This is an optimization exercise on Yosys and OpenROAD, whose aim is small area, not a production implementation.
The RTL was checked by simulation tests, not by an equivalence proof against the original design.
No driver is modelled on the clock port, so clock power and skew are understated where the tree is cut down; a real chip needs a root buffer or a tree.
No activity file was given, so power comes from the tool's default toggle rates.

[flow/standard.sh]
#!/bin/bash
# synth_recipe.tcl (not shown) runs the flow's synth.tcl, then flattens the netlist and writes it again
# the make line also repeats each setting of config.mk as NAME=value (left out here)
make -C /OpenROAD-flow-scripts/flow DESIGN_CONFIG=/design/flow/config.mk WORK_HOME=/design/flow/orfs CLKGATE_MAP_FILE= SYNTH_SCRIPT=/design/flow/synth_recipe.tcl "${@:-finish}"
[flow/flow/resyn.ys]
# Re-map the standard synthesis's combinational cells; registers stay as they are.
read_verilog -lib @W@/models_seq.v
read_verilog @W@/models_comb.v
read_verilog @W@/std_1_2_yosys.v
hierarchy -top top
setattr -set keep 1 t:sky130_fd_sc_hd__*df*
flatten
opt_clean -purge
opt -full
techmap
opt -fast
abc -script @W@/flow/abc_area.script -liberty @LIB@ -dont_use sky130_fd_sc_hd__lpflow_bleeder_1 -dont_use sky130_fd_sc_hd__lpflow_clkbufkapwr_1 -dont_use sky130_fd_sc_hd__lpflow_clkbufkapwr_16 -dont_use sky130_fd_sc_hd__lpflow_clkbufkapwr_2 -dont_use sky130_fd_sc_hd__lpflow_clkbufkapwr_4 -dont_use sky130_fd_sc_hd__lpflow_clkbufkapwr_8 -dont_use sky130_fd_sc_hd__lpflow_clkinvkapwr_1 -dont_use sky130_fd_sc_hd__lpflow_clkinvkapwr_16 -dont_use sky130_fd_sc_hd__lpflow_clkinvkapwr_2 -dont_use sky130_fd_sc_hd__lpflow_clkinvkapwr_4 -dont_use sky130_fd_sc_hd__lpflow_clkinvkapwr_8 -dont_use sky130_fd_sc_hd__lpflow_decapkapwr_12 -dont_use sky130_fd_sc_hd__lpflow_decapkapwr_3 -dont_use sky130_fd_sc_hd__lpflow_decapkapwr_4 -dont_use sky130_fd_sc_hd__lpflow_decapkapwr_6 -dont_use sky130_fd_sc_hd__lpflow_decapkapwr_8 -dont_use sky130_fd_sc_hd__lpflow_inputiso0n_1 -dont_use sky130_fd_sc_hd__lpflow_inputiso0p_1 -dont_use sky130_fd_sc_hd__lpflow_inputiso1n_1 -dont_use sky130_fd_sc_hd__lpflow_inputiso1p_1 -dont_use sky130_fd_sc_hd__lpflow_inputisolatch_1 -dont_use sky130_fd_sc_hd__lpflow_isobufsrc_1 -dont_use sky130_fd_sc_hd__lpflow_isobufsrc_16 -dont_use sky130_fd_sc_hd__lpflow_isobufsrc_2 -dont_use sky130_fd_sc_hd__lpflow_isobufsrc_4 -dont_use sky130_fd_sc_hd__lpflow_isobufsrc_8 -dont_use sky130_fd_sc_hd__lpflow_isobufsrckapwr_16 -dont_use sky130_fd_sc_hd__lpflow_lsbuf_lh_hl_isowell_tap_1 -dont_use sky130_fd_sc_hd__lpflow_lsbuf_lh_hl_isowell_tap_2 -dont_use sky130_fd_sc_hd__lpflow_lsbuf_lh_hl_isowell_tap_4 -dont_use sky130_fd_sc_hd__lpflow_lsbuf_lh_isowell_4 -dont_use sky130_fd_sc_hd__lpflow_lsbuf_lh_isowell_tap_1 -dont_use sky130_fd_sc_hd__lpflow_lsbuf_lh_isowell_tap_2 -dont_use sky130_fd_sc_hd__lpflow_lsbuf_lh_isowell_tap_4 -dont_use sky130_fd_sc_hd__probe_p_8 -dont_use sky130_fd_sc_hd__probec_p_8  -dont_use sky130_fd_sc_hd__ebufn_1 -dont_use sky130_fd_sc_hd__ebufn_2 -dont_use sky130_fd_sc_hd__ebufn_4 -dont_use sky130_fd_sc_hd__ebufn_8 -dont_use sky130_fd_sc_hd__einvn_0 -dont_use sky130_fd_sc_hd__einvn_1 -dont_use sky130_fd_sc_hd__einvn_2 -dont_use sky130_fd_sc_hd__einvn_4 -dont_use sky130_fd_sc_hd__einvn_8 -dont_use sky130_fd_sc_hd__einvp_1 -dont_use sky130_fd_sc_hd__einvp_2 -dont_use sky130_fd_sc_hd__einvp_4 -dont_use sky130_fd_sc_hd__einvp_8 -dont_use sky130_fd_sc_hd__fa_1 -dont_use sky130_fd_sc_hd__fa_2 -dont_use sky130_fd_sc_hd__fa_4 -dont_use sky130_fd_sc_hd__fah_1 -dont_use sky130_fd_sc_hd__fahcin_1 -dont_use sky130_fd_sc_hd__fahcon_1 -dont_use sky130_fd_sc_hd__ha_1 -dont_use sky130_fd_sc_hd__ha_2 -dont_use sky130_fd_sc_hd__ha_4
opt_clean -purge
setattr -unset keep t:sky130_fd_sc_hd__*df*
write_verilog -noattr -nohex -nodec @W@/resyn_abc.v
design -reset
read_liberty -lib @LIB@
read_verilog @W@/resyn_abc.v
hierarchy -check -top top
hilomap -singleton -hicell sky130_fd_sc_hd__conb_1 HI -locell sky130_fd_sc_hd__conb_1 LO
insbuf -buf sky130_fd_sc_hd__buf_1 A X
check -assert
write_verilog -noattr -nohex -nodec @W@/resyn.v
tee -o @W@/resyn_stat.txt stat -liberty @LIB@
[flow/flow/merge_leaves.tcl]
# After CTS: merge pairs of nearby leaf clock buffers that hang off the same
# driver, moving the sinks of one onto the other and removing it; a merge is
# undone if the worst flip-flop clock-pin slew (placement parasitics) would
# exceed CTS_MERGE_MAX_SLEW (ns).
set block [ord::get_db_block]
set maxfo $::env(CTS_MERGE_MAX_FANOUT)
set maxslew $::env(CTS_MERGE_MAX_SLEW)
proc worst_clk_slew {} {
  estimate_parasitics -placement
  set w 0
  foreach pin [get_pins -hierarchical */CLK] {
    set s [get_property $pin slew_max]
    if {$s > $w} { set w $s }
  }
  return $w
}
proc leaf_info {block} {
  set leaves {}
  foreach inst [$block getInsts] {
    set m [[$inst getMaster] getName]
    if {![string match "sky130_fd_sc_hd__clkbuf_*" $m]} { continue }
    set out [$inst findITerm X]
    set net [$out getNet]
    if {$net == "NULL"} { continue }
    set sinks 0; set leaf 1
    foreach it [$net getITerms] {
      if {$it == $out} { continue }
      set mm [[[$it getInst] getMaster] getName]
      if {[string match "sky130_fd_sc_hd__clkbuf_*" $mm]} { set leaf 0 }
      incr sinks
    }
    if {$leaf && $sinks > 0} {
      set bb [$inst getBBox]
      lappend leaves [list $inst $net $sinks [expr {([$bb xMin]+[$bb xMax])/2}] [expr {([$bb yMin]+[$bb yMax])/2}]]
    }
  }
  return $leaves
}
set clk [lindex [all_clocks] 0]
set was_propagated [get_property $clk is_propagated]
if {!$was_propagated} { set_propagated_clock $clk }
set merged 0
set tried {}
puts "CTS_MERGE start: worst clock-pin slew [worst_clk_slew]"
while {1} {
  set leaves [leaf_info $block]
  set best {}; set bd 1e30
  set n [llength $leaves]
  for {set i 0} {$i < $n} {incr i} {
    for {set j [expr {$i+1}]} {$j < $n} {incr j} {
      set a [lindex $leaves $i]; set b [lindex $leaves $j]
      if {[lindex $a 2] + [lindex $b 2] > $maxfo} { continue }
      set key [lsort [list [[lindex $a 0] getName] [[lindex $b 0] getName]]]
      if {[lsearch -exact $tried $key] >= 0} { continue }
      set da [[[lindex $a 0] findITerm A] getNet]; set db [[[lindex $b 0] findITerm A] getNet]
      if {$da != $db} { continue }
      set d [expr {abs([lindex $a 3]-[lindex $b 3]) + abs([lindex $a 4]-[lindex $b 4])}]
      if {$d < $bd} { set bd $d; set best [list $a $b] }
    }
  }
  if {$best == {}} { break }
  set a [lindex $best 0]; set b [lindex $best 1]
  if {[lindex $a 2] < [lindex $b 2]} { set t $a; set a $b; set b $t }
  lappend tried [lsort [list [[lindex $a 0] getName] [[lindex $b 0] getName]]]
  set keepnet [lindex $a 1]; set delinst [lindex $b 0]; set delnet [lindex $b 1]
  set moved {}
  foreach it [$delnet getITerms] {
    if {[$it getInst] == $delinst} { continue }
    lappend moved $it
    $it disconnect
    $it connect $keepnet
  }
  set w [worst_clk_slew]
  if {$w > $maxslew} {
    foreach it $moved { $it disconnect; $it connect $delnet }
    puts "CTS_MERGE undone: slew $w"
    continue
  }
  set drv [[$delinst findITerm A] getNet]
  [$delinst findITerm A] disconnect
  [$delinst findITerm X] disconnect
  odb::dbInst_destroy $delinst
  odb::dbNet_destroy $delnet
  incr merged
  puts "CTS_MERGE merged a leaf into [[lindex $a 0] getName]: worst slew $w"
}
puts "CTS_MERGE merged $merged leaf buffers; worst clock-pin slew [worst_clk_slew]"
if {!$was_propagated} { unset_propagated_clock $clk }
[flow/flow/equiv.ys]
# Prove the re-mapped netlist equal to the standard synthesis's, register by register.
read_liberty -ignore_miss_func @LIB@
read_verilog @W@/std_1_2_yosys.v
rename top gold
read_verilog @W@/resyn.v
rename top gate
# auto-generated names (_123_) differ between the two netlists: hide them so
# that only ports and registers are paired by name
rename -hide gold/w:_* gold/c:_* gate/w:_* gate/c:_*
proc
flatten gold gate
opt_clean
equiv_make gold gate eq
hierarchy -top eq
equiv_simple -seq 2
equiv_induct -seq 2
equiv_status -assert
[flow/design.v]
`timescale 1ns / 1ps
module debouncer(
   input  clk,
   input  btn_in,
   output btn_out
   );
   reg r1, r2, r3;
   always @(posedge clk) begin
       r1 <= btn_in;
       r2 <= r1;
       r3 <= r2;
   end
   assign btn_out = r3;
endmodule
`timescale 1ns / 1ps
module clk5Hz(
    input  CLK,
    input  RST,
    output HIT
    );
    localparam [23:0] END     = 24'h9d8f5c;
    localparam [23:0] ENDMASK = 24'hffffbb;
    reg [23:0] c;
    assign HIT = ((c ^ END) & ENDMASK) == 24'd0;
    always @(posedge CLK)
        if (RST | HIT) c <= 24'd0;
        else           c <= {~c[22:0], ~(c[23] ^ c[18])};
endmodule
`timescale 1ns / 1ps
module clk66kHZ(
    input  CLK,
    input  RST,
    output reg CLKOUT,
    output RISE,
    output FALL
    );
    localparam [9:0] END     = 10'h25b;
    localparam [9:0] ENDMASK = 10'h3fd;
    reg [9:0] c;
    wire hit = ((c ^ END) & ENDMASK) == 10'd0;
    assign RISE = hit & ~CLKOUT;
    assign FALL = hit & CLKOUT;
    always @(posedge CLK) begin
        if (RST | hit) c <= 10'd0;
        else           c <= {~c[8:0], ~(c[9] ^ c[8])};
        if (RST)       CLKOUT <= 1'b0;
        else if (hit)  CLKOUT <= ~CLKOUT;
    end
endmodule
`timescale 1ns / 1ps
module PmodJSTK(
    input        CLK,
    input        RST,
    input  [1:0] SWD,       
    input        MISO,
    output       SS,
    output       SCLK,
    output       MOSI,
    output reg [2:0] B5,    
    output reg   JUP,       
    output reg   JDN        
    );
    localparam [6:0] IDLE_HI = 7'h7c;
    localparam [6:0] IDLE_LO = 7'h7e;
    localparam [6:0] PEND    = 7'h7f;
    wire iSCLK, RISE, FALL, HIT;
    clk66kHZ SerialClock(.CLK(CLK), .RST(RST), .CLKOUT(iSCLK), .RISE(RISE), .FALL(FALL));
    clk5Hz   genSndRec  (.CLK(CLK), .RST(RST), .HIT(HIT));
    function [6:0] inc7;
        input [6:0] a;
        integer i;
        reg c;
        begin
            c = 1'b1;
            for (i = 0; i < 7; i = i + 1) begin
                inc7[i] = a[i] ^ c;
                c = c & a[i];
            end
        end
    endfunction
    reg  [6:0] s;
    reg  [1:0] w;           
    reg  [4:0] sr;          
    reg  [1:0] gl;          
    wire [3:0] p   = s[3:0];
    wire [2:0] n   = s[6:4];
    wire       act = ~(s[6] & s[5]);
    wire       CE  = act & (p[3] ^ p[2]);
    assign SS   = ~act | (s == 7'd0) | (s == 7'd81);
    assign SCLK = CE & iSCLK;
    assign MOSI = act & ((p == 4'd2) | (p == 4'd3) | (p == 4'd4) | (p == 4'd14) | (p == 4'd15) |
                         ((p == 4'd0 || p == 4'd1) && n != 3'd0) |
                         ((p == 4'd10) & w[1]) | ((p == 4'd11) & w[0]));
    wire [1:0] b2 = sr[1:0];
    wire       b1 = (n == 3'd0);
    always @(posedge CLK) begin
        if (RST) begin
            s  <= IDLE_LO;
            B5 <= 3'b000;
            JUP <= 1'b0;
            JDN <= 1'b1;
        end else begin
            if (FALL & (act | (s == PEND)))
                s <= (s == 7'd81) ? IDLE_HI : inc7(s);
            else if (HIT & (s == IDLE_LO))
                s <= PEND;
            else if (HIT & (s == IDLE_HI))
                s <= IDLE_LO;
            if (FALL & (s == 7'd80)) begin
                JUP <= gl[1];
                JDN <= gl[0];
                B5  <= sr[2:0];
            end
        end
    end
    always @(posedge CLK) begin
        if (FALL & act & (p == 4'd0))
            w <= SWD;
        if (RISE & CE)
            sr <= {sr[3:0], MISO};
        if (RISE & b1 & (p == 4'd4))
            gl <= {MISO, MISO};
        else if (RISE & b1 & ((p == 4'd5) | (p == 4'd6)))
            gl <= {gl[1] | MISO, gl[0] & MISO};
        else if (FALL & b1 & (p == 4'd12))
            gl <= {gl[1] | (sr[4] & (sr[3] | sr[2] | (sr[1] & sr[0]))),
                   ~(gl[0] & sr[4] & (sr[3] | sr[2]))};
        else if (FALL & (s == 7'd28))
            gl <= {(b2 == 2'd3) | ((b2 == 2'd2) & gl[1]),
                   (b2 == 2'd0) | ((b2 == 2'd1) & gl[0])};
    end
endmodule
`timescale 1ns / 1ps
module VGAdriver(
    input        clk,
    input        reset,
    output       video_on,
    output       hsync,
    output       vsync,
    output       p_tick,
    output reg [9:0] x,
    output reg [9:0] y
    );
    function [9:0] inc10;
        input [9:0] a;
        input       ci;
        integer i;
        reg c;
        begin
            c = ci;
            for (i = 0; i < 10; i = i + 1) begin
                inc10[i] = a[i] ^ c;
                c = c & a[i];
            end
        end
    endfunction
    reg [1:0] r;
    wire xc = ~r[1] & r[0];                  
    wire hend = x[9] & x[8] & (&x[4:0]);                    
    wire yc = xc & hend;
    wire vend = y[9] & y[3] & y[2];                         
    always @(posedge clk) begin
        if (reset) begin
            r <= 2'd0;
        end else begin
            r <= {r[1] ^ r[0], ~r[0]};
        end
        x <= (reset | yc) ? 10'd0 : inc10(x, xc);
        y <= (reset | (yc & vend)) ? 10'd0 : inc10(y, yc);
    end
    wire r2 = r[1] & ~r[0];
    wire x0 = (x == 10'd0);
    wire hs_cur  = x[9] & x[7] & (x[6] | x[5] | x[4]) & ~(x[6] & x[5] & x[4]);   
    wire hs_prev = x[9] & x[7] & ((x[6] | x[5] | x[4]) & ~(x[6] & x[5] & x[4]) & ~(x[6:0] == 7'd16) |
                                  (x[6:0] == 7'd112));                          
    assign hsync = r2 ? hs_prev : hs_cur;
    wire vs_cur  = y[9] & ~y[3] & ~y[2] & (y[1] ^ y[0]);                         
    wire vs_prev = y[9] & ~y[3] & ~y[2] & y[1];                                
    assign vsync = (r2 & x0) ? vs_prev : vs_cur;
    assign video_on = ~(x[9] & (x[8] | x[7])) & ~(y[9] | (y[8] & y[7] & y[6] & y[5]));
    assign p_tick   = (r == 2'd0);
endmodule
`timescale 1ns / 1ps
module pixelGenerator(
    input        clk,
    input        reset,
    input        up,
    input        down,
    input        video_on,
    input  [9:0] x,
    input  [9:0] y,
    input        switch,
    input        jup,
    input        jdn,
    input        pause,
    output       score,
    output [1:0] pq
    );
    function ge9;
        input [8:0] a;
        input [8:0] k;
        integer i;
        reg r;
        begin
            r = 1'b1;
            for (i = 0; i < 9; i = i + 1)
                r = k[i] ? (a[i] & r) : (a[i] | r);
            ge9 = r;
        end
    endfunction
    function [9:0] add10;
        input [9:0] a;
        input [9:0] b;
        input       ci;
        integer i;
        reg c;
        begin
            c = ci;
            for (i = 0; i < 10; i = i + 1) begin
                add10[i] = a[i] ^ b[i] ^ c;
                c = (a[i] & b[i]) | (c & (a[i] ^ b[i]));
            end
        end
    endfunction
    function [8:0] step9;
        input [8:0] a;
        input       up;
        input       ci;
        integer i;
        reg c;
        begin
            c = ci;
            for (i = 0; i < 9; i = i + 1) begin
                step9[i] = a[i] ^ c;
                c = c & ~(a[i] ^ up);
            end
        end
    endfunction
    reg  [8:0] nxb, nyb;
    reg        dxn, dyn;    
    reg  [8:0] nyp;
    reg        pady_q;      
    wire line481 = (y[8:5] == 4'hf) & (y[4:0] == 5'd1);      
    wire refresh_tick = line481 & (x == 10'd0);
    wire top    = (nyb[7:0] == 8'hff);                       
    wire bottom = nyb[8] & ~ge9({1'b0, nyb[7:0]}, 9'd19);     
    wire wall   = ge9(nxb, 9'd492);                          
    wire padx   = (nxb == 9'd214) | (nxb == 9'd213);          
    wire [8:0] din = line481 ? {~nyb[7:0], 1'b0} : y[8:0];
    wire [9:0] d10 = add10({1'b0, din}, {1'b0, nyp}, 1'b1);
    wire [8:0] d = d10[8:0];
    wire in72 = (d[8:6] == 3'd0) | ((d[8:6] == 3'd1) & (d[5:3] == 3'd0));    
    wire pady_c = (in72 | ((d[8:3] == 6'h3f) & (d[2:0] != 3'd0))) &      
                  nyb[8];                                                
    wire pady   = line481 ? pady_c : pady_q;
    wire hit_pad = ~top & ~bottom & ~wall & padx & pady;
    assign score = hit_pad;
    wire mv_up = switch ? up   : jup;
    wire mv_dn = switch ? down : jdn;
    wire pad_up = mv_up & ~ge9(nyp, 9'd508);                   
    wire pad_dn = mv_dn & ge9(nyp, 9'd107) & ~pad_up;          
    wire mv  = refresh_tick & ~pause;
    wire mup = mv & pad_up;
    wire mdn = mv & pad_dn;
    always @(posedge clk)
        if (reset) begin
            nyp <= 9'd511;
            nxb <= 9'd351;
            nyb <= 9'd391;
            dxn <= 1'b0;
            dyn <= 1'b0;
            pady_q <= 1'b0;
        end else begin
            if (line481)
                pady_q <= pady_c;
            if (!pause) begin
                if (top)          dyn <= 1'b0;
                else if (bottom)  dyn <= 1'b1;
                else if (wall)    dxn <= 1'b0;
                else if (hit_pad) dxn <= 1'b1;
            end
            nxb <= step9(nxb, dxn, mv);
            nyb <= step9(nyb, dyn, mv);
            nyp <= add10({1'b0, nyp}, {{8{mdn}}, mup, mup | mdn}, 1'b0);
        end
    wire wall_on = (x[9:3] == 7'd4);
    wire pad_on  = x[9] & (x[7:2] == 6'b010110) & in72;       
    wire [9:0] bdx = add10({1'b0, x[9:1]}, {1'b0, nxb}, 1'b1);
    wire [9:0] bdy = add10({2'b0, y[8:1]}, {2'b0, nyb[7:0]}, 1'b1);    
    wire sq_ball_on = (bdx[8:2] == 7'd0) & (nxb[8:2] != 7'd0) & (bdy[7:2] == 6'd0) & nyb[8];
    wire [2:0] rom_addr = {bdy[1:0], y[0]};
    wire [2:0] rom_col  = {bdx[1:0], x[0]};
    wire edge_r = (rom_addr == 3'd0) | (rom_addr == 3'd7);
    wire near_r = (rom_addr == 3'd1) | (rom_addr == 3'd6);
    wire edge_c = (rom_col == 3'd0) | (rom_col == 3'd7);
    wire near_c = (rom_col == 3'd1) | (rom_col == 3'd6);
    wire rom_bit = ~(edge_c & (edge_r | near_r)) & ~(near_c & edge_r);
    wire ball_on = sq_ball_on & rom_bit;
    assign pq[1] = video_on & (wall_on | pad_on | ball_on);
    assign pq[0] = video_on & ~wall_on & ~pad_on;
endmodule
`timescale 1ns / 1ps
module scorecounter(
   input clk,
   input reset,
   input d_inc,
   output reg [3:0] dig0, dig1, dig2, dig3
   );
   function [3:0] bcdt;
       input [3:0] d;
       input       en;
       begin
           bcdt = {en & d[0] & (d[3] | (d[2] & d[1])),
                   en & d[1] & d[0],
                   en & d[0] & ~d[3],
                   en};
       end
   endfunction
   reg d_inc_q;
   always @(posedge clk)
       if (reset)
           d_inc_q <= 1'b0;
       else
           d_inc_q <= d_inc;
   wire en0 = d_inc & ~d_inc_q;
   wire en1 = en0 & dig0[3] & dig0[0];
   wire en2 = en1 & dig1[3] & dig1[0];
   wire en3 = en2 & dig2[3] & dig2[0];
   always @(posedge clk) begin
       dig0 <= reset ? 4'd0 : dig0 ^ bcdt(dig0, en0);
       dig1 <= reset ? 4'd0 : dig1 ^ bcdt(dig1, en1);
       dig2 <= reset ? 4'd0 : dig2 ^ bcdt(dig2, en2);
       dig3 <= reset ? 4'd0 : dig3 ^ bcdt(dig3, en3);
   end
endmodule
`timescale 1ns / 1ps
module sevenSeg(
    input        CLK,
    input        RST,
    input  [3:0] DIN1,
    input  [3:0] DIN2,
    input  [3:0] DIN3,
    input  [3:0] DIN4,
    output [3:0] AN,
    output [6:0] SEG
    );
    localparam [15:0] END     = 16'hbd0d;
    localparam [15:0] ENDMASK = 16'hfff7;
    reg [15:0] c;
    reg        DCLK;
    reg [1:0]  cnt;
    reg        started;
    reg [3:0]  dig;
    wire hit = ((c ^ END) & ENDMASK) == 16'd0;
    wire [3:0] muxData = cnt[1] ? (cnt[0] ? DIN4 : DIN3) : (cnt[0] ? DIN2 : DIN1);
    always @(posedge CLK) begin
        if (RST | hit) c <= 16'd0;
        else           c <= {~c[14:0], ~(c[15] ^ c[12])};
        if (RST) begin
            DCLK <= 1'b0;
            cnt <= 2'd0;
            started <= 1'b0;
            dig <= 4'd0;
        end else begin
            DCLK <= hit;
            if (DCLK) begin
                cnt <= {cnt[1] ^ cnt[0], ~cnt[0]};
                started <= 1'b1;
                dig <= muxData;
            end
        end
    end
    assign AN = {~(~cnt[1] & ~cnt[0]), ~(cnt[1] & cnt[0]),
                 ~(cnt[1] & ~cnt[0]), ~(~cnt[1] & cnt[0])} & {4{started}};
    wire d3 = dig[3], d2 = dig[2], d1 = dig[1], d0 = dig[0];
    assign SEG[0] = ~d3 & ~d1 & (d2 ^ d0);                  
    assign SEG[1] = d2 & (d1 ^ d0);                         
    assign SEG[2] = ~d2 & d1 & ~d0;                         
    assign SEG[3] = ~d3 & ((~d1 & (d2 ^ d0)) | (d2 & d1 & d0));  
    assign SEG[4] = d0 | (d2 & ~d1);                        
    assign SEG[5] = ~d3 & ((~d2 & (d1 | d0)) | (d1 & d0));  
    assign SEG[6] = ~d3 & ((~d2 & ~d1) | (d2 & d1 & d0));   
endmodule
`timescale 1ns / 1ps
module top(
        clk, reset, up, down, hsync, vsync, rgb, pmod_switch, pause_switch,
        MISO, SW, SS, MOSI, SCLK, LED, an, seg
    );
    input clk;
    input reset;
    input up;
    input down;
    input pmod_switch;
    input pause_switch;
    output hsync;
    output vsync;
    output [11:0] rgb;
    input MISO;
    input [2:0] SW;
    output SS;
    output MOSI;
    output SCLK;
    output [2:0] LED;
    output [3:0] an;
    output [6:0] seg;
    wire w_reset, w_up, w_down, w_vid_on, w_p_tick;
    wire [9:0] w_x, w_y;
    wire [2:0] b5;
    wire jup, jdn, score;
    wire [1:0] pq_next;
    reg  [1:0] pq;
    wire [3:0] dig0, dig1, dig2, dig3;
    PmodJSTK PmodJSTK_Int(.CLK(clk), .RST(reset), .SWD({SW[1], SW[2]}), .MISO(MISO),
                          .SS(SS), .SCLK(SCLK), .MOSI(MOSI), .B5(b5), .JUP(jup), .JDN(jdn));
    assign LED = reset ? 3'b000 : {b5[1], b5[2], b5[0]};
    VGAdriver vga(.clk(clk), .reset(w_reset), .video_on(w_vid_on), .hsync(hsync), .vsync(vsync),
                  .p_tick(w_p_tick), .x(w_x), .y(w_y));
    pixelGenerator pg(.clk(clk), .reset(w_reset), .up(w_up), .down(w_down), .video_on(w_vid_on),
                      .x(w_x), .y(w_y), .switch(pmod_switch), .jup(jup), .jdn(jdn),
                      .pause(pause_switch), .score(score), .pq(pq_next));
    debouncer btReset(.clk(clk), .btn_in(reset), .btn_out(w_reset));
    debouncer btnU(.clk(clk), .btn_in(up), .btn_out(w_up));
    debouncer btnD(.clk(clk), .btn_in(down), .btn_out(w_down));
    scorecounter gs(.clk(clk), .reset(reset), .d_inc(score), .dig0(dig0), .dig1(dig1), .dig2(dig2), .dig3(dig3));
    sevenSeg display(.CLK(clk), .RST(reset), .DIN1(dig0), .DIN2(dig1), .DIN3(dig2), .DIN4(dig3),
                     .AN(an), .SEG(seg));
    always @(posedge clk)
        if (w_p_tick)
            pq <= pq_next;
    wire [3:0] nib = {pq[1], pq[1] & pq[0], pq[1], pq[0]};
    assign rgb = {nib, nib, nib};
endmodule
[flow/flow/abc_area.script]
strash; &get -n; &deepsyn -I 10 -J 5 -T 2000; &put; dch -f; amap; topo
[flow/constraint.sdc]
create_clock -name core_clock -period 10.0 [get_ports {clk}]
set_input_delay 2.0000 -clock core_clock [delete_from_list [all_inputs] [get_ports {clk}]]
set_output_delay 2.0000 -clock core_clock [all_outputs]
set_load 0.01 [all_outputs]
[flow/flow/gen_models.py]
# Writes Verilog models of the sky130hd cells: combinational cells as assigns
# (from the liberty "function"), sequential cells as blackboxes.
import re, sys
lib = open(sys.argv[1]).read()
out_c = open(sys.argv[2], 'w'); out_s = open(sys.argv[3], 'w')
i = 0
for m in re.finditer(r'\n\s*cell \("(sky130_fd_sc_hd__\w+)"\)\s*\{', lib):
    name = m.group(1); start = m.end()
    # find the cell body by brace matching
    depth = 1; j = start
    while depth:
        c = lib[j]
        if c == '{': depth += 1
        elif c == '}': depth -= 1
        j += 1
    body = lib[start:j]
    pins = []
    for pm in re.finditer(r'\n\s*pin \("(\w+)"\)\s*\{', body):
        ps = pm.end(); d = 1; k = ps
        while d:
            c = body[k]
            if c == '{': d += 1
            elif c == '}': d -= 1
            k += 1
        pb = body[ps:k]
        dm = re.search(r'direction\s*:\s*"?(\w+)"?', pb)
        fm = re.search(r'\bfunction\s*:\s*"([^"]*)"', pb)
        pins.append((pm.group(1), dm.group(1) if dm else None, fm.group(1) if fm else None))
    seen=set(); pins=[p for p in pins if not (p[0] in seen or seen.add(p[0]))]
    seq = re.search(r'\n\s*(ff|latch|statetable)\s*\(', body) is not None
    ins = [p for p in pins if p[1] == 'input']
    outs = [p for p in pins if p[1] == 'output']
    if not outs: continue
    ports = ', '.join(p[0] for p in ins + outs)
    if seq or any(o[2] is None for o in outs):
        out_s.write(f"(* blackbox *) module {name}({ports});\n")
        for p in ins: out_s.write(f"  input {p[0]};\n")
        for p in outs: out_s.write(f"  output {p[0]};\n")
        out_s.write("endmodule\n")
    else:
        out_c.write(f"module {name}({ports});\n")
        for p in ins: out_c.write(f"  input {p[0]};\n")
        for p in outs:
            f = p[2].replace('!', '~')
            out_c.write(f"  output {p[0]};\n  assign {p[0]} = {f};\n")
        out_c.write("endmodule\n")
[flow/flow/run.sh]
#!/bin/bash
# Layout flow: the standard flow (standard.sh), with two changes:
#  1. after the standard synthesis, its combinational logic is mapped again
#     by ABC for area; the registers (names, cell types) are kept as they are;
#  2. the port buffers are buf_1 cells and CTS adds no dummy clock loads;
#  3. after CTS, leaf clock buffers are merged in pairs while the worst
#     flip-flop clock-pin slew stays below 115 ps (flow/merge_leaves.tcl).
# Each tool's output goes to a log_*.log file in this folder.
set -euo pipefail
W=$PWD
R=$W/orfs/results/$FLOW_PLATFORM/top/base
LIB=$FLOW_HOME/platforms/$FLOW_PLATFORM/lib/sky130_fd_sc_hd__tt_025C_1v80.lib
YOSYS=$(command -v yosys || echo "$FLOW_HOME/../tools/install/yosys/bin/yosys")

# 1. standard synthesis
bash standard.sh synth > "$W/log_1_standard_synth.log" 2>&1
cp "$R/1_2_yosys.v" "$W/std_1_2_yosys.v"

# 2. re-map the combinational logic
python3 flow/gen_models.py "$LIB" "$W/models_comb.v" "$W/models_seq.v" > "$W/log_2_models.log" 2>&1
sed -e "s#@LIB@#$LIB#g" -e "s#@W@#$W#g" flow/resyn.ys > "$W/resyn.ys"
sed -e "s#@LIB@#$LIB#g" -e "s#@W@#$W#g" flow/equiv.ys > "$W/equiv.ys"
# use the re-mapped netlist only if it has the same registers (names and cell
# types) as the standard synthesis and is proven equal to it
if "$YOSYS" -s "$W/resyn.ys" > "$W/log_3_resyn.log" 2>&1 &&
   grep -oE '^ *sky130_fd_sc_hd__[a-z0-9_]*df[a-z0-9_]* +[^ ]+' "$W/std_1_2_yosys.v" | sort > "$W/regs_std.txt" &&
   grep -oE '^ *sky130_fd_sc_hd__[a-z0-9_]*df[a-z0-9_]* +[^ ]+' "$W/resyn.v" | sort > "$W/regs_resyn.txt" &&
   cmp "$W/regs_std.txt" "$W/regs_resyn.txt" > "$W/log_4_regs.log" 2>&1 &&
   "$YOSYS" -s "$W/equiv.ys" > "$W/log_5_equiv.log" 2>&1; then
  cp "$W/resyn.v" "$R/1_2_yosys.v"
  echo "re-mapped netlist used" > "$W/resyn_used.txt"
else
  echo "re-mapped netlist NOT used" > "$W/resyn_used.txt"
fi

# 3. the rest of the standard flow
export BUFFER_PORTS_ARGS="-buffer_cell sky130_fd_sc_hd__buf_1"
export CTS_ARGS="-sink_clustering_enable -repair_clock_nets -dont_use_dummy_load -sink_clustering_buffer sky130_fd_sc_hd__clkbuf_4 -root_buf sky130_fd_sc_hd__clkbuf_8 -buf_list {sky130_fd_sc_hd__clkbuf_4 sky130_fd_sc_hd__clkbuf_8}"
export POST_CTS_TCL="$W/flow/merge_leaves.tcl"
export CTS_MERGE_MAX_FANOUT=24
export CTS_MERGE_MAX_SLEW=0.115
bash standard.sh > "$W/log_6_standard_layout.log" 2>&1
[flow/config.mk]
export PLATFORM = sky130hd
export DESIGN_NAME = top
export DESIGN_NICKNAME = top
export VERILOG_FILES = /design/flow/design.v
export SDC_FILE = /design/flow/constraint.sdc
export NUM_CORES = 4
export LEC_CHECK = 0
export CAP_MARGIN = 20
export CORE_MARGIN = 2
export CORE_UTILIZATION = 40
export SLEW_MARGIN = 20
==> impl_results.md, run 1 <==
- Cells after synthesis: 870
- Final-report setup violation count: 0
- Maximum VDD drop: 0.110 mV
- Worst slew margin: 0.537
- Grt met1 use: 0.228
- Grt ovf: 0
- Starting DRC count in detailed routing: around 320
- Die area: 0.0180 mm^2
- Chip Width: 134 um
- Sequential cell area: 0.00331 mm^2
- CP Launch Type: register
- Routed WL: 14400 um
- Clk Latency, worst-skew pair: 0.44 ns
- Worst EP arrival: around 6.3 ns
- Worst Reg2Reg Path Length in Cells: 31
- MaxCap Viol Count: 0
- ANT nets after route: 0
- Synthesized area: 0.00678 mm^2
- Core region area: ~0.017 mm^2
- DR vias: 5778
- # diodes: 0
- Port bufs: 39
- Post-route DRC: 0
- Largest net degree at the start of global routing: 42
- Share of cells above drive strength 1: 0.0207
- Worst hold stages: 0
- Area growth from synthesis to layout: 9.00%
- Drt first pass iters: 5
- Setup_tns: 0 ns
- Unrepaired setup endpoints after global routing: false
- HP Start: btnU.r2$_DFF_P_
- Lkg Pwr: 2.54 nW
- FF-to-FF setup slack: about 4 ns
- Global-route wire length before repair: 24800 um
- Clock slew at the register clock pins of the worst setup and hold paths: around 0.10 ns
- Slew Limit Fails: 0
- # fillers: 1698
- Synthesis Warnings: 9
- Tmin final: 5.89 ns
- Cells after DPL: 1121
- Crit. End Element: register
- Fin. Hold Viols: 0
- Vias in the first global route: 5386
- Non-Filler Instances: roughly 1100
- Final #Nets: 928
- Crit. Startpoint: vga.y[7]$_SDFF_PP0_
- Die H: between 100 and 150 um
- Reg2Reg Launch Point: vga.y[7]$_SDFF_PP0_
- Crit Reg-Reg Endpoint: gs.dig3[3]$_SDFF_PP0_
- Initial Utilization: 0.409
- Max Freq: 170 MHz
- Total clock sinks: 160
- Util after Layout: 0.446
- Hold Path Class: reg2reg
- CP max FO: 10
- GRT Total Usage: 0.168
- Multi-input logic area: 0.00304 mm^2
- Synthesized Nets: 880
- Initial antenna violation count: 0
- Via density per instance: 5.09
- M2 GR Usage: 0.270
- Grt peak-use layer: met2
- Power Dens Cells: 140 mW/mm^2
- Hold WS: slightly above 0.3 ns
- Slowest CP cell: or4_1
- Crit share post-route: 0.589
- Setup CP Type: reg2reg
- Grt met3 use: 0.0397
- HPWL Detailed: 10500 um
- Outcome: timing/DRC/antenna clean
- Wirelength per Cell: between 10 and 15 um
- CP max stage delay: 0.48 ns
- Syn_area_per_cell: 7.80 um^2
- Least-Margin Pin Slew: 0.685 ns
- IO Pins: 41
- Worst Path Required: 10.37 ns
- Min-Delay Endpoint: btnU.r3$_DFF_P_
- Clock Skew: 0.0264 ns
- Gp weighted congestion: 0.847
- Rows: between 40 and 50
[stage by stage]
step / worst slack (ns) / cell area [um^2] / power, mW
finish: 4.11 / 7390 / 1.03
global route: 3.22 / 7390 / 1.08
detailed placement: 4.16 / 7190 / 0.718
global placement: 4.20 / 7190 / 0.717
floorplan: 5.20 / 6780 / 0.704
[registers in the layout (all words and copies together), names as in the netlist, 3 cells and up]
name and count:
vga.y 10, PmodJSTK_Int.sr 5, pg.nyp 9, display.dig 4, pg.nxb 9, gs.dig0 4, pg.nyb 9, PmodJSTK_Int.genSndRec.c 24
PmodJSTK_Int.B5 3, PmodJSTK_Int.SerialClock.c 10, gs.dig2 4, gs.dig3 4, display.c 16, vga.x 10, gs.dig1 4, PmodJSTK_Int.s 7
[cell type report]
type | count | area share
multi-input cells | 594 | 0.410
inverters | 105 | 0.0533
flip-flops and latches | 160 | 0.448
repair buffers | 42 | 0.0230
clock buffers | 15 | 0.0279
well taps | 220 | 0.0372
[power by group]
group	switching [mW]	total (mW)	internal (mW)	leakage (nW)
clock	0.197	0.331	0.133	0.108
sequential	0.00903	0.671	0.662	1.32
combinational	0.0207	0.0314	0.0107	1.11
[worst max-delay path: cells and delay by family (launching register included)]
kind	cells	cell delay, ns
compound gates	10	1.64
simple gates	20	3.52
buf+inv	1	0.18
flops	1	0.46
[routing by layer]
layer  part of all wire  wire length (um)
met2               0.45              6450
met3              0.032               458
met4             0.0090               130
met5                  0                 0
met1               0.51              7400
[how the worst max path moves through the flow]
stage,depth (start not counted),to
after global routing,29,gs.dig3[3]$_SDFF_PP0_
after global placement,31,gs.dig3[3]$_SDFF_PP0_
after floorplan,31,gs.dig3[3]$_SDFF_PP0_
after detailed placement,31,gs.dig3[3]$_SDFF_PP0_
final,31,gs.dig3[3]$_SDFF_PP0_
[cell usage in the layout (no fill, tap or decap), types with 3 or more instances in the layout]
cell type  count
nor2_1       206
dfxtp_1      149
clkinv_1     105
o21ai_0       70
nand2_1       63
nor3_1        48
a21oi_1       44
buf_1         38
a211oi_1      20
clkbuf_8      15
o22ai_1       13
o221ai_1      12
edfxtp_1      11
nand3_1       11
or3_1          9
nand4_1        8
nor2b_1        7
a31oi_1        7
o211ai_1       7
a22oi_1        6
a2111oi_0      6
o21a_1         6
nor4_1         5
or2_0          5
o41ai_1        4
o41a_1         4
nand4bb_1      3
nor3b_1        3
and2_0         3
a221oi_1       3
buf_4          3
==> run 2: changes to the inputs <==
==> flow/flow/run.sh (replaced) <==
#!/bin/bash
# Layout flow: the standard flow (standard.sh), with two changes:
#  1. after the standard synthesis, its combinational logic is mapped again
#     by ABC for area; the registers (names, cell types) are kept as they are;
#  2. the port buffers are buf_1 cells and CTS adds no dummy clock loads;
#  3. after CTS, leaf clock buffers are merged in pairs and made smaller
#     while the worst flip-flop clock-pin slew stays below 112 ps
#     (flow/merge_leaves.tcl).
# Each tool's output goes to a log_*.log file in this folder.
set -euo pipefail
W=$PWD
R=$W/orfs/results/$FLOW_PLATFORM/top/base
LIB=$FLOW_HOME/platforms/$FLOW_PLATFORM/lib/sky130_fd_sc_hd__tt_025C_1v80.lib
YOSYS=$(command -v yosys || echo "$FLOW_HOME/../tools/install/yosys/bin/yosys")

# 1. standard synthesis
bash standard.sh synth > "$W/log_1_standard_synth.log" 2>&1
cp "$R/1_2_yosys.v" "$W/std_1_2_yosys.v"

# 2. re-map the combinational logic: a few ABC scripts (flow/abc_variants.txt)
#    run in parallel; the smallest result that keeps the standard synthesis's
#    registers (names and cell types) and is proven equal to it is used.
python3 flow/gen_models.py "$LIB" "$W/models_comb.v" "$W/models_seq.v" > "$W/log_2_models.log" 2>&1
sed -e "s#@LIB@#$LIB#g" -e "s#@W@#$W#g" flow/equiv.ys > "$W/equiv.ys"
grep -oE '^ *sky130_fd_sc_hd__[a-z0-9_]*df[a-z0-9_]* +[^ ]+' "$W/std_1_2_yosys.v" | sort > "$W/regs_std.txt"
v=0
while IFS= read -r script; do
  v=$((v + 1))
  printf '%s\n' "$script" > "$W/abc_$v.script"
  sed -e "s#@LIB@#$LIB#g" -e "s#@W@#$W#g" -e "s#@V@#$v#g" flow/resyn.ys > "$W/resyn_$v.ys"
  "$YOSYS" -s "$W/resyn_$v.ys" > "$W/log_3_resyn_$v.log" 2>&1 &
done < flow/abc_variants.txt
wait || true
: > "$W/resyn_areas.txt"
for i in $(seq 1 $v); do
  a=$( (grep "Chip area for module" "$W/resyn_stat_$i.txt" 2>/dev/null || true) | grep -oE "[0-9.]+$" || true)
  [ -n "$a" ] && echo "$a $i" >> "$W/resyn_areas.txt"
done
echo "re-mapped netlist NOT used" > "$W/resyn_used.txt"
for i in $(sort -g "$W/resyn_areas.txt" | awk '{print $2}'); do
  cp "$W/resyn_$i.v" "$W/resyn.v"
  grep -oE '^ *sky130_fd_sc_hd__[a-z0-9_]*df[a-z0-9_]* +[^ ]+' "$W/resyn.v" | sort > "$W/regs_resyn.txt"
  if cmp "$W/regs_std.txt" "$W/regs_resyn.txt" > "$W/log_4_regs_$i.log" 2>&1 &&
     "$YOSYS" -s "$W/equiv.ys" > "$W/log_5_equiv_$i.log" 2>&1; then
    cp "$W/resyn.v" "$R/1_2_yosys.v"
    echo "re-mapped netlist $i used" > "$W/resyn_used.txt"
    break
  fi
done

# 3. the rest of the standard flow
export BUFFER_PORTS_ARGS="-buffer_cell sky130_fd_sc_hd__buf_1"
export CTS_ARGS="-sink_clustering_enable -repair_clock_nets -dont_use_dummy_load -sink_clustering_buffer sky130_fd_sc_hd__clkbuf_4 -root_buf sky130_fd_sc_hd__clkbuf_8 -buf_list {sky130_fd_sc_hd__clkbuf_4 sky130_fd_sc_hd__clkbuf_8}"
export POST_CTS_TCL="$W/flow/merge_leaves.tcl"
export CTS_MERGE_MAX_FANOUT=24
export CTS_MERGE_MAX_SLEW=0.112
export CTS_SMALL_BUF=sky130_fd_sc_hd__clkbuf_4
bash standard.sh > "$W/log_6_standard_layout.log" 2>&1
==> flow/flow/abc_variants.txt (new file) <==
strash; &get -n; &deepsyn -I 10 -J 5 -T 2000; &put; dch -f; amap; topo
strash; &get -n; &deepsyn -I 10 -J 5 -S 5 -T 2000; &put; dch -f; amap; topo
strash; &get -n; &deepsyn -I 10 -J 5 -S 9 -T 2000; &put; dch -f; amap; topo
strash; &get -n; &deepsyn -I 10 -J 5 -S 11 -T 2000; &put; dch -f; amap -m; topo
--- a/flow/flow/merge_leaves.tcl
+++ b/flow/flow/merge_leaves.tcl
@@ -1,8 +1,10 @@
 # After CTS: merge pairs of nearby leaf clock buffers that hang off the same
-# driver, moving the sinks of one onto the other and removing it; a merge is
-# undone if the worst flip-flop clock-pin slew (placement parasitics) would
-# exceed CTS_MERGE_MAX_SLEW (ns).
+# driver, moving the sinks of one onto the other and removing it; then give
+# each leaf buffer the smaller cell CTS_SMALL_BUF.  A change is undone if the
+# worst flip-flop clock-pin slew (placement parasitics) would exceed
+# CTS_MERGE_MAX_SLEW (ns).
 set block [ord::get_db_block]
+set odb_db [ord::get_db]
 set maxfo $::env(CTS_MERGE_MAX_FANOUT)
 set maxslew $::env(CTS_MERGE_MAX_SLEW)
 proc worst_clk_slew {} {
@@ -85,4 +87,20 @@
   puts "CTS_MERGE merged a leaf into [[lindex $a 0] getName]: worst slew $w"
 }
 puts "CTS_MERGE merged $merged leaf buffers; worst clock-pin slew [worst_clk_slew]"
+# then try a smaller cell for each leaf buffer, smallest fanout first
+set small [$odb_db findMaster $::env(CTS_SMALL_BUF)]
+set resized 0
+foreach l [lsort -integer -index 2 [leaf_info $block]] {
+  set inst [lindex $l 0]
+  set old [$inst getMaster]
+  if {[$old getName] == [$small getName]} { continue }
+  $inst swapMaster $small
+  set w [worst_clk_slew]
+  if {$w > $maxslew} {
+    $inst swapMaster $old
+  } else {
+    incr resized
+  }
+}
+puts "CTS_MERGE resized $resized leaf buffers to [$small getName]; worst clock-pin slew [worst_clk_slew]"
 if {!$was_propagated} { unset_propagated_clock $clk }
==> flow/flow/resyn.ys (replaced) <==
# Re-map the standard synthesis's combinational cells; registers stay as they are.
read_verilog -lib @W@/models_seq.v
read_verilog @W@/models_comb.v
read_verilog @W@/std_1_2_yosys.v
hierarchy -top top
setattr -set keep 1 t:sky130_fd_sc_hd__*df*
flatten
opt_clean -purge
opt -full
techmap
opt -fast
abc -script @W@/abc_@V@.script -liberty @LIB@ -dont_use sky130_fd_sc_hd__lpflow_bleeder_1 -dont_use sky130_fd_sc_hd__lpflow_clkbufkapwr_1 -dont_use sky130_fd_sc_hd__lpflow_clkbufkapwr_16 -dont_use sky130_fd_sc_hd__lpflow_clkbufkapwr_2 -dont_use sky130_fd_sc_hd__lpflow_clkbufkapwr_4 -dont_use sky130_fd_sc_hd__lpflow_clkbufkapwr_8 -dont_use sky130_fd_sc_hd__lpflow_clkinvkapwr_1 -dont_use sky130_fd_sc_hd__lpflow_clkinvkapwr_16 -dont_use sky130_fd_sc_hd__lpflow_clkinvkapwr_2 -dont_use sky130_fd_sc_hd__lpflow_clkinvkapwr_4 -dont_use sky130_fd_sc_hd__lpflow_clkinvkapwr_8 -dont_use sky130_fd_sc_hd__lpflow_decapkapwr_12 -dont_use sky130_fd_sc_hd__lpflow_decapkapwr_3 -dont_use sky130_fd_sc_hd__lpflow_decapkapwr_4 -dont_use sky130_fd_sc_hd__lpflow_decapkapwr_6 -dont_use sky130_fd_sc_hd__lpflow_decapkapwr_8 -dont_use sky130_fd_sc_hd__lpflow_inputiso0n_1 -dont_use sky130_fd_sc_hd__lpflow_inputiso0p_1 -dont_use sky130_fd_sc_hd__lpflow_inputiso1n_1 -dont_use sky130_fd_sc_hd__lpflow_inputiso1p_1 -dont_use sky130_fd_sc_hd__lpflow_inputisolatch_1 -dont_use sky130_fd_sc_hd__lpflow_isobufsrc_1 -dont_use sky130_fd_sc_hd__lpflow_isobufsrc_16 -dont_use sky130_fd_sc_hd__lpflow_isobufsrc_2 -dont_use sky130_fd_sc_hd__lpflow_isobufsrc_4 -dont_use sky130_fd_sc_hd__lpflow_isobufsrc_8 -dont_use sky130_fd_sc_hd__lpflow_isobufsrckapwr_16 -dont_use sky130_fd_sc_hd__lpflow_lsbuf_lh_hl_isowell_tap_1 -dont_use sky130_fd_sc_hd__lpflow_lsbuf_lh_hl_isowell_tap_2 -dont_use sky130_fd_sc_hd__lpflow_lsbuf_lh_hl_isowell_tap_4 -dont_use sky130_fd_sc_hd__lpflow_lsbuf_lh_isowell_4 -dont_use sky130_fd_sc_hd__lpflow_lsbuf_lh_isowell_tap_1 -dont_use sky130_fd_sc_hd__lpflow_lsbuf_lh_isowell_tap_2 -dont_use sky130_fd_sc_hd__lpflow_lsbuf_lh_isowell_tap_4 -dont_use sky130_fd_sc_hd__probe_p_8 -dont_use sky130_fd_sc_hd__probec_p_8  -dont_use sky130_fd_sc_hd__ebufn_1 -dont_use sky130_fd_sc_hd__ebufn_2 -dont_use sky130_fd_sc_hd__ebufn_4 -dont_use sky130_fd_sc_hd__ebufn_8 -dont_use sky130_fd_sc_hd__einvn_0 -dont_use sky130_fd_sc_hd__einvn_1 -dont_use sky130_fd_sc_hd__einvn_2 -dont_use sky130_fd_sc_hd__einvn_4 -dont_use sky130_fd_sc_hd__einvn_8 -dont_use sky130_fd_sc_hd__einvp_1 -dont_use sky130_fd_sc_hd__einvp_2 -dont_use sky130_fd_sc_hd__einvp_4 -dont_use sky130_fd_sc_hd__einvp_8 -dont_use sky130_fd_sc_hd__fa_1 -dont_use sky130_fd_sc_hd__fa_2 -dont_use sky130_fd_sc_hd__fa_4 -dont_use sky130_fd_sc_hd__fah_1 -dont_use sky130_fd_sc_hd__fahcin_1 -dont_use sky130_fd_sc_hd__fahcon_1 -dont_use sky130_fd_sc_hd__ha_1 -dont_use sky130_fd_sc_hd__ha_2 -dont_use sky130_fd_sc_hd__ha_4
opt_clean -purge
setattr -unset keep t:sky130_fd_sc_hd__*df*
write_verilog -noattr -nohex -nodec @W@/resyn_abc_@V@.v
design -reset
read_liberty -lib @LIB@
read_verilog @W@/resyn_abc_@V@.v
hierarchy -check -top top
hilomap -singleton -hicell sky130_fd_sc_hd__conb_1 HI -locell sky130_fd_sc_hd__conb_1 LO
insbuf -buf sky130_fd_sc_hd__buf_1 A X
check -assert
write_verilog -noattr -nohex -nodec @W@/resyn_@V@.v
tee -o @W@/resyn_stat_@V@.txt stat -liberty @LIB@
--- a/flow/config.mk
+++ b/flow/config.mk
@@ -8,4 +8,5 @@
 export CAP_MARGIN = 20
 export CORE_MARGIN = 2
 export CORE_UTILIZATION = 40
+export GPL_TIMING_DRIVEN = 0
 export SLEW_MARGIN = 20
removed: flow/flow/abc_area.script
==> run 2 against run 1 <==
Compared with the run above: maximum frequency fell by 16%; global-route usage down 0.31 points; critical path type unchanged; via count increased by 0.93%; worst hold slack better by 0.031 ns; utilization about the same; sequential power hardly changed; highest routed layer unchanged; combinational power grew 13%; largest cell class unchanged; still clean on timing, DRC and antenna; count of clock-buffer cells in the layout fell by 1; synthesized area shrank 0.72%; sequential share of layout area is 0.18 points higher; final area shrank 0.39%.
==> impl_results.md, run 2 <==
- Outcome: timing/DRC/antenna clean
- Least-Margin Pin Slew: 0.868 ns
- Core region area: between 0.015 and 0.02 mm^2
- Cell mode on critical path: nand2_1
- Maximum VDD drop: around 0.12 mV
- Non-Filler Instances: 1143
- Starting DRC count in detailed routing: 481
- # fillers: roughly 1700
- Final-report setup violation count: 0
- HPWL Detailed: 10900 um
- Tmin final: 6.98 ns
- Most common cell after layout, fill and taps aside: nor2_1
- # diodes: 0
- Worst EP arrival: approximately 7.3 ns
- Setup_tns: 0 ns
- Synthesis Warnings: 9
- Die H: 134 um
- Wirelength per Cell: 12.9 um
- Fin area: 0.00737 mm^2
- Commonest cells after routing, fill and taps aside: nor2_1 (215), dfxtp_1 (149), clkinv_1 (102)
- Max Freq: 143 MHz
- GRT Total Usage: 0.165
- Crit share post-route: 0.698
- CP max FO: 10
- Rows: 47
- CP Launch Type: register
- Clock slew at the register clock pins of the worst setup and hold paths: 0.10 ns
- Via density per instance: 5.10
- DP Worst Slack: 3.16 ns
- Slew Limit Fails: 0
- Crit. End Element: register
- CP max stage delay: between 0.4 and 0.5 ns
- ANT nets after route: 0
- Synthesized area: 0.00674 mm^2
- Vias in the first global route: 5068
- Chip Width: 134 um
- Lkg Pwr: 2.60 nW
- Clk Latency, worst-skew pair: 0.44 ns
- Gp weighted congestion: 0.841
- Initial Utilization: 0.408
- Grt ovf: 0
- Worst Path Required: between 10 and 15 ns
- Area growth from synthesis to layout: 9.36%
- Cells after DPL: 1129
- Drt first pass iters: 5
- Syn_area_per_cell: 7.76 um^2
- Unrepaired setup endpoints after global routing: false
- P_int: 0.779 mW
- Fin. Hold Viols: 0
- Port bufs: 39
- Max reg flops: 24
- Clock Skew: 0.0347 ns
- P_sw: 0.228 mW
- MaxCap Viol Count: 0
- Routed WL: 14700 um
- Cells after synthesis: ~870
- Top flop regs: PmodJSTK_Int.genSndRec.c: 24 flops, display.c: 16 flops
- IO Pins: 41
- Reg power frac: 0.669
- Area after DPL: 0.00720 mm^2
- Synthesized Nets: 878
- Combinational power share: 0.035
- Multi-input logic area: roughly 0.003 mm^2
- DR vias: about 6000
- Die area: 0.0179 mm^2
- Hold Path Class: reg2reg
- Power Dens Cells: 137 mW/mm^2
- Setup CP Type: reg2reg
- Switching share of power: 0.226
- Share of cells above drive strength 1: 0.0206
- Clock power frac: 0.296
- Slowest CP cell: or3_1
- Final #Nets: 935
- Largest net degree at the start of global routing: 24
- Util after Layout: 0.446
- Initial antenna violation count: 0
- Post-route DRC: 0
- Global-route wire length before repair: between 20000 and 25000 um
- Worst slew margin: 0.418
- Total clock sinks: between 150 and 200
- Largest Register: PmodJSTK_Int.genSndRec.c
- Sequential cell area: 0.00331 mm^2
- Final worst setup slack: 3.02 ns
run 2: cell type report:
type | count | share of cell area
well taps | 220 | 0.0374
flip-flops and latches | 160 | 0.450
clock buffers | 14 | 0.0219
multi-input cells | 595 | 0.409
repair buffers | 41 | 0.0248
plain buffers | 11 | 0.00561
inverters | 102 | 0.0520
run 2: power groups by stage:
stage | clock network (mW) | logic, mW | registers [mW]
final | 0.298 | 0.0356 | 0.673
after global routing | 0.331 | 0.0403 | 0.676
after detailed placement | 0 | 0.0361 | 0.688
after global placement | 0 | 0.0338 | 0.688
after floorplan | 0 | 0.0219 | 0.684
run 2: metrics by stage:
stage / hold slack (ns) / power (mW)
global route: 0.345 / 1.05
floorplan: 0.310 / 0.706
global placement: 0.311 / 0.722
detailed placement: 0.312 / 0.724
finish: 0.336 / 1.01
run 2: worst max-delay path: cells and delay by family, from the launching register on:
family | cells | cell delay [ns]
AOI/OAI and AO/OA | 13 | 2.07
buffers and inverters | 1 | 0.06
DFF | 1 | 0.43
and+or+nand+nor | 27 | 4.31
run 2: path summary, 6_finish.rpt:
path                        from               endpoint  slack, ns  depth (start not counted)
max          vga.y[6]$_SDFF_PP0_  gs.dig3[3]$_SDFF_PP0_       3.02                         41
max reg2reg  vga.y[6]$_SDFF_PP0_  gs.dig3[3]$_SDFF_PP0_       3.02                         41
min              btnU.r2$_DFF_P_        btnU.r3$_DFF_P_       0.34                          0
min reg2reg      btnU.r2$_DFF_P_        btnU.r3$_DFF_P_       0.34                          0
run 2: layer usage:
metal / routed length (um) / share of wire / track usage / vias to the layer above
met5: 0 / 0 / 0 / -
li1: - / - / - / 3136
met3: 397 / 0.027 / 0.0411 / 19
met1: 7420 / 0.50 / 0.227 / 2604
met4: 261 / 0.018 / 0.0532 / 0
met2: 6620 / 0.45 / 0.256 / 73
==> run 3: changes to the inputs <==
--- a/flow/config.mk
+++ b/flow/config.mk
@@ -8,5 +8,4 @@
 export CAP_MARGIN = 20
 export CORE_MARGIN = 2
 export CORE_UTILIZATION = 40
-export GPL_TIMING_DRIVEN = 0
 export SLEW_MARGIN = 20
==> run 3 against run 2 <==
Compared with the run above: final area fell by 0.76%; routed wire length fell by 2.0%; highest routed layer unchanged; total power barely moved; largest cell class unchanged; maximum frequency rose by 1.9%.
==> impl_results.md, run 3 <==
- Routed WL: 14400 um
- Most common cell after layout, fill and taps aside: nor2_1
- Port bufs: 39
- PnR Total Power: 1.01 mW
- Setup CP Type: reg2reg
- Clock Skew: 0.0386 ns
- Die H: 134 um
- Unrepaired setup endpoints after global routing: false
- Clock power frac: 0.299
- Reg power frac: 0.668
- MaxCap Viol Count: 0
- Multi-input logic area: 0.00300 mm^2
- CP max stage delay: approximately 0.47 ns
- Die area: 0.0179 mm^2
- Final-report setup violation count: 0
- Synthesized area: 0.00674 mm^2
- Wirelength per Cell: between 10 and 15 um
- Gp weighted congestion: 0.848
- Min-Delay Endpoint: btReset.r2$_DFF_P_
- P_int: 0.781 mW
- Hold Path Class: reg2reg
- FF-to-FF setup slack: ~3.2 ns
- Final #Nets: just over 900
- # diodes: 0
- DP Worst Slack: 3.18 ns
- CP max FO: 10
- Least-Margin Pin Slew: 0.872 ns
- Worst hold stages: 0
- HP Start: btReset.r1$_DFF_P_
- HPWL Detailed: 10700 um
- Setup_tns: 0 ns
- Largest Register: PmodJSTK_Int.genSndRec.c
- Via density per instance: about 5.1
- Area growth from synthesis to layout: 8.53%
- Worst Path Required: 10.34 ns
- Lkg Pwr: 2.58 nW
- Grt ovf: 0
- Final worst setup slack: 3.15 ns
- Clk Latency, worst-skew pair: approximately 0.43 ns
- Max Freq: 146 MHz
- Tmin final: about 6.8 ns
- DR vias: 5797
- Slowest CP cell: or3_1
- Worst slew margin: 0.415
- Max reg flops: 24
- # fillers: 1697
- Initial Utilization: 0.408
- Post-route DRC: 0
- Top flop regs: PmodJSTK_Int.genSndRec.c: 24 flops, display.c: 16 flops
- Reg2Reg Launch Point: vga.y[7]$_SDFF_PP0_
- Fin area: 0.00731 mm^2
- GRT Total Usage: 0.164
- Fin. Hold Viols: 0
- Chip Width: 134 um
- Vias in the first global route: between 4000 and 5000
- Synthesized Nets: 878
- Cell mode on critical path: nand2_1
- Global-route wire length before repair: 23700 um
- IO Pins: 41
- Combinational power share: 0.033
- Area after DPL: 0.00714 mm^2
- Crit Reg-Reg Endpoint: gs.dig3[3]$_SDFF_PP0_
- ANT nets after route: 0
- Largest net degree at the start of global routing: 40
- Outcome: timing/DRC/antenna clean
- Clock slew at the register clock pins of the worst setup and hold paths: 0.10 ns
- Share of cells above drive strength 1: 0.0197
- Drt first pass iters: 5
- Worst EP arrival: slightly above 7 ns
- P_sw: 0.226 mW
- Syn_area_per_cell: 7.76 um^2
- Worst Reg2Reg Path Length in Cells: 41
- Maximum VDD drop: 0.0991 mV
- CP Launch Type: register
- Core region area: approximately 0.017 mm^2
- Crit. End Element: register
- Slew Limit Fails: 0
- Synthesis Warnings: 9
- Cells after synthesis: about 870
- Switching share of power: 0.224
- Total clock sinks: 160
- Rows: 47
- Sequential cell area: roughly 0.0033 mm^2
- Commonest cells after routing, fill and taps aside: nor2_1 (215), dfxtp_1 (149), clkinv_1 (102)
- Power Dens Cells: 138 mW/mm^2
- Crit share post-route: 0.685
- Starting DRC count in detailed routing: 326
- Initial antenna violation count: 0
[run 3: cell count changes in the layout (fill, tap and decap cells not counted)]
cell | before | now
o41ai_2 | 1 | 0
clkbuf_8 | 9 | 10
buf_4 | 1 | 3
o21ai_1 | 0 | 1
o21ai_2 | 1 | 0
buf_2 | 1 | 0
buf_16 | 1 | 0
o41ai_1 | 0 | 1
buf_1 | 49 | 38
[run 3: worst max-delay path by stage]
stage	from	to	slack (ns)	cells after the start
after floorplan	vga.y[1]$_SDFF_PP0_	gs.dig3[3]$_SDFF_PP0_	4.51	45
after detailed placement	vga.y[7]$_SDFF_PP0_	gs.dig3[3]$_SDFF_PP0_	3.18	41
after global routing	vga.y[6]$_SDFF_PP0_	gs.dig3[3]$_SDFF_PP0_	2.40	43
after global placement	vga.y[7]$_SDFF_PP0_	gs.dig3[3]$_SDFF_PP0_	3.35	41
final	vga.y[7]$_SDFF_PP0_	gs.dig3[3]$_SDFF_PP0_	3.15	41
[run 3: metal layers]
metal,up-vias,wire [um],global-route usage
li1,3094,-,-
met1,2582,7150,0.224
met2,105,6520,0.258
met3,16,553,0.0388
met4,0,184,0.0479
met5,-,0,0
[run 3: worst max-delay path, delay by kind of cell, from the launching register on]
family                 cells  cell delay, ns
buffers and inverters      1            0.06
AOI/OAI and AO/OA         13            2.00
and+or+nand+nor           27            4.29
DFF                        1            0.42
[run 3: power by group through the flow]
stage               logic (mW)  registers [mW]  clock network (mW)
floorplan               0.0219           0.684                   0
global placement        0.0331           0.688                   0
detailed placement      0.0336           0.688                   0
global route            0.0376           0.676               0.341
finish                  0.0330           0.673               0.302
[run 3: layout make-up]
class / instances / area share
Clock buffer: 14 / 0.0229
Tap cell: 220 / 0.0377
Inverter: 102 / 0.0524
Multi-Input combinational cell: 595 / 0.410
Sequential cell: 160 / 0.453
Timing Repair Buffer: 42 / 0.0236
[run 3: metrics by stage]
stage          std cells   util  hold WS [ns]
5_1_grt             1133  0.442         0.342
6_report            1133  0.442         0.331
2_1_floorplan        868      -         0.310
3_3_place_gp        1119  0.432         0.310
3_5_place_dp        1119  0.432         0.312
==> run 4: changes to the inputs <==
==> flow/flow/abc_variants.txt (replaced) <==
strash; &get -n; &deepsyn -I 10 -J 5 -T 2000; &put; dch -f; amap; topo
strash; &get -n; &deepsyn -I 10 -J 5 -S 5 -T 2000; &put; dch -f; amap; topo
strash; &get -n; &deepsyn -I 10 -J 5 -S 17 -T 2000; &put; dch -f; amap; topo
strash; &get -n; &deepsyn -I 10 -J 5 -S 17 -T 2000; &put; dch -f; amap; &get -n; &st; &dch -f; &put; amap; topo
==> run 4 against run 3 <==
Compared with the run above: critical endpoint unchanged; sequential share of layout area increased by 0.12 points; synthesized cell count decreased by 1.3%; via count increased by 2.5%; largest power group unchanged; combinational power decreased by 6.7%; routed wire length increased by 1.5%; clock power decreased by 3%; worst setup slack improved by 0.66 ns; critical path depth decreased by 5; register-to-register slack improved by 0.66 ns; count of clock-buffer cells in the layout unchanged; synthesized area decreased by 0.41%.
==> impl_results.md, run 4 <==
- Slew Limit Fails: 0
- Synthesized Nets: 867
- HPWL Detailed: around 11000 um
- CP max FO: 11
- Syn_area_per_cell: 7.83 um^2
- Maximum VDD drop: 0.0814 mV
- Initial antenna violation count: 0
- Worst Path Required: between 10 and 15 ns
- Top cell family by delay on the critical path: simple AND/OR/NAND/NOR gates
- Commonest cells after routing, fill and taps aside: nor2_1 (194), dfxtp_1 (149), clkinv_1 (100)
- Area growth from synthesis to layout: 8.69%
- Largest net degree at the start of global routing: 42
- Grt ovf: 0
- Clk Latency, worst-skew pair: 0.42 ns
- Max Freq: between 150 and 200 MHz
- Least-Margin Pin Slew: 0.567 ns
- Die area: 0.0178 mm^2
- Unrepaired setup endpoints after global routing: false
- Worst slew margin: 0.621
- Area after DPL: approximately 0.0071 mm^2
- DR vias: around 5900
- Setup_tns: 0 ns
- Via density per instance: 5.29
- Chip Width: 133 um
- ANT nets after route: 0
- Share of cells above drive strength 1: 0.0210
- Rows: 47
- Vias in the first global route: 5351
- Most common cell after layout, fill and taps aside: nor2_1
- Hold Path Class: reg2reg
- Post-route DRC: 0
- Setup CP Type: reg2reg
- # diodes: 0
- Port bufs: 39
- Wirelength per Cell: 13.0 um
- CP Launch Type: register
- Gp weighted congestion: 0.856
- Worst hold stages: 0
- Fin area: 0.00729 mm^2
- Final #Nets: 915
- Fin. Hold Viols: 0
- Synthesized area: ~0.0067 mm^2
- GRT Total Usage: 0.171
- Starting DRC count in detailed routing: roughly 430
- Clock slew at the register clock pins of the worst setup and hold paths: 0.10 ns
- Core region area: between 0.015 and 0.02 mm^2
- Max reg flops: 24
- Power Dens Cells: 136 mW/mm^2
- Total clock sinks: between 150 and 200
- Worst EP arrival: 6.55 ns
- Outcome: timing/DRC/antenna clean
- Initial Utilization: 0.407
- Lkg Pwr: between 2 and 3 nW
- Worst Reg2Reg Path Length in Cells: 36
- Crit. End Element: register
- Instance count on the critical path: 36
- Largest Register: PmodJSTK_Int.genSndRec.c
- Tmin final: 6.19 ns
- Slowest CP cell: dfxtp_1
- Top flop regs: PmodJSTK_Int.genSndRec.c: 24 flops, display.c: 16 flops
- Routed WL: 14600 um
- Cells after synthesis: 857
- IO Pins: 41
- CP max stage delay: 0.43 ns
- Clock Skew: 0.0343 ns
- Final-report setup violation count: 0
- Critical path buffer and inverter count: 0
- MaxCap Viol Count: 0
- Cell mode on critical path: nand2_1
- Drt first pass iters: 4
- Crit share post-route: 0.619
- Synthesis Warnings: 9
- Die H: 133 um
- Global-route wire length before repair: 24900 um
==> run 4: power breakdown <==
group          total (mW)  internal (mW)  switching (mW)
Combinational      0.0308         0.0107          0.0201
Sequential          0.672          0.661          0.0103
Clock               0.292          0.104           0.188
==> run 4: layout make-up <==
class | count | area [um^2]
sequential | 160 | 3310
clock buffer | 14 | 161
fill | 1725 | 9180
tap | 220 | 275
inverter | 100 | 375
timing repair buffer | 43 | 188
multi-input combinational | 586 | 2980
==> run 4: metal layers <==
layer	part of all wire	GRT usage	routed length, um
met1	0.49	0.228	7100
met5	0	0	0
met4	0.012	0.0514	178
met2	0.47	0.277	6840
met3	0.035	0.0400	510
==> run 4: per-stage QoR <==
step / power, mW / hold WS (ns) / worst slack (ns) / utilization / std cells
2_1_floorplan: 0.704 / 0.310 / 5.00 / - / 857
3_3_place_gp: 0.717 / 0.310 / 3.91 / 0.432 / 1108
3_5_place_dp: 0.718 / 0.312 / 3.85 / 0.432 / 1108
5_1_grt: 1.04 / 0.344 / 2.73 / 0.443 / 1123
6_report: 0.995 / 0.332 / 3.81 / 0.443 / 1123
==> run 4: worst paths after layout <==
path / slack [ns] / to / start
max: 3.81 / gs.dig3[3]$_SDFF_PP0_ / vga.y[5]$_SDFF_PP0_
min: 0.33 / btReset.r2$_DFF_P_ / btReset.r1$_DFF_P_
max reg2reg: 3.81 / gs.dig3[3]$_SDFF_PP0_ / vga.y[5]$_SDFF_PP0_
min reg2reg: 0.33 / btReset.r2$_DFF_P_ / btReset.r1$_DFF_P_

## afterwards: timing with drivers on the ports
How much do the figures lean on ideal ports? The routed layouts below were timed once more, with nothing changed but the port constraints.
Step 1 sets driving cells, clkbuf_16 on the clock port and buf_2 on the other inputs (assumed; they add their load-dependent delay and slew).
Step 2 moves the port delays by t, midway between the first and last clock arrival at a register: inputs arrive t later, outputs are due t later. That takes back most of the time a late clock gives input paths.
a / b / c = ideal / step 1 / step 2; a / b = the first two.
run	t, ns	setup slack, ns	hold WS [ns]
run 1	0.465	4.110 / 4.110 / 4.110	0.305 / 0.305 / 0.305
run 2	0.457	3.020 / 3.020 / 3.020	0.336 / 0.336 / 0.336
run 3	0.449	3.153 / 3.153 / 3.153	0.331 / 0.331 / 0.331
run 4	0.444	3.814 / 3.814 / 3.814	0.332 / 0.332 / 0.332
After both steps every run listed still meets setup and hold.
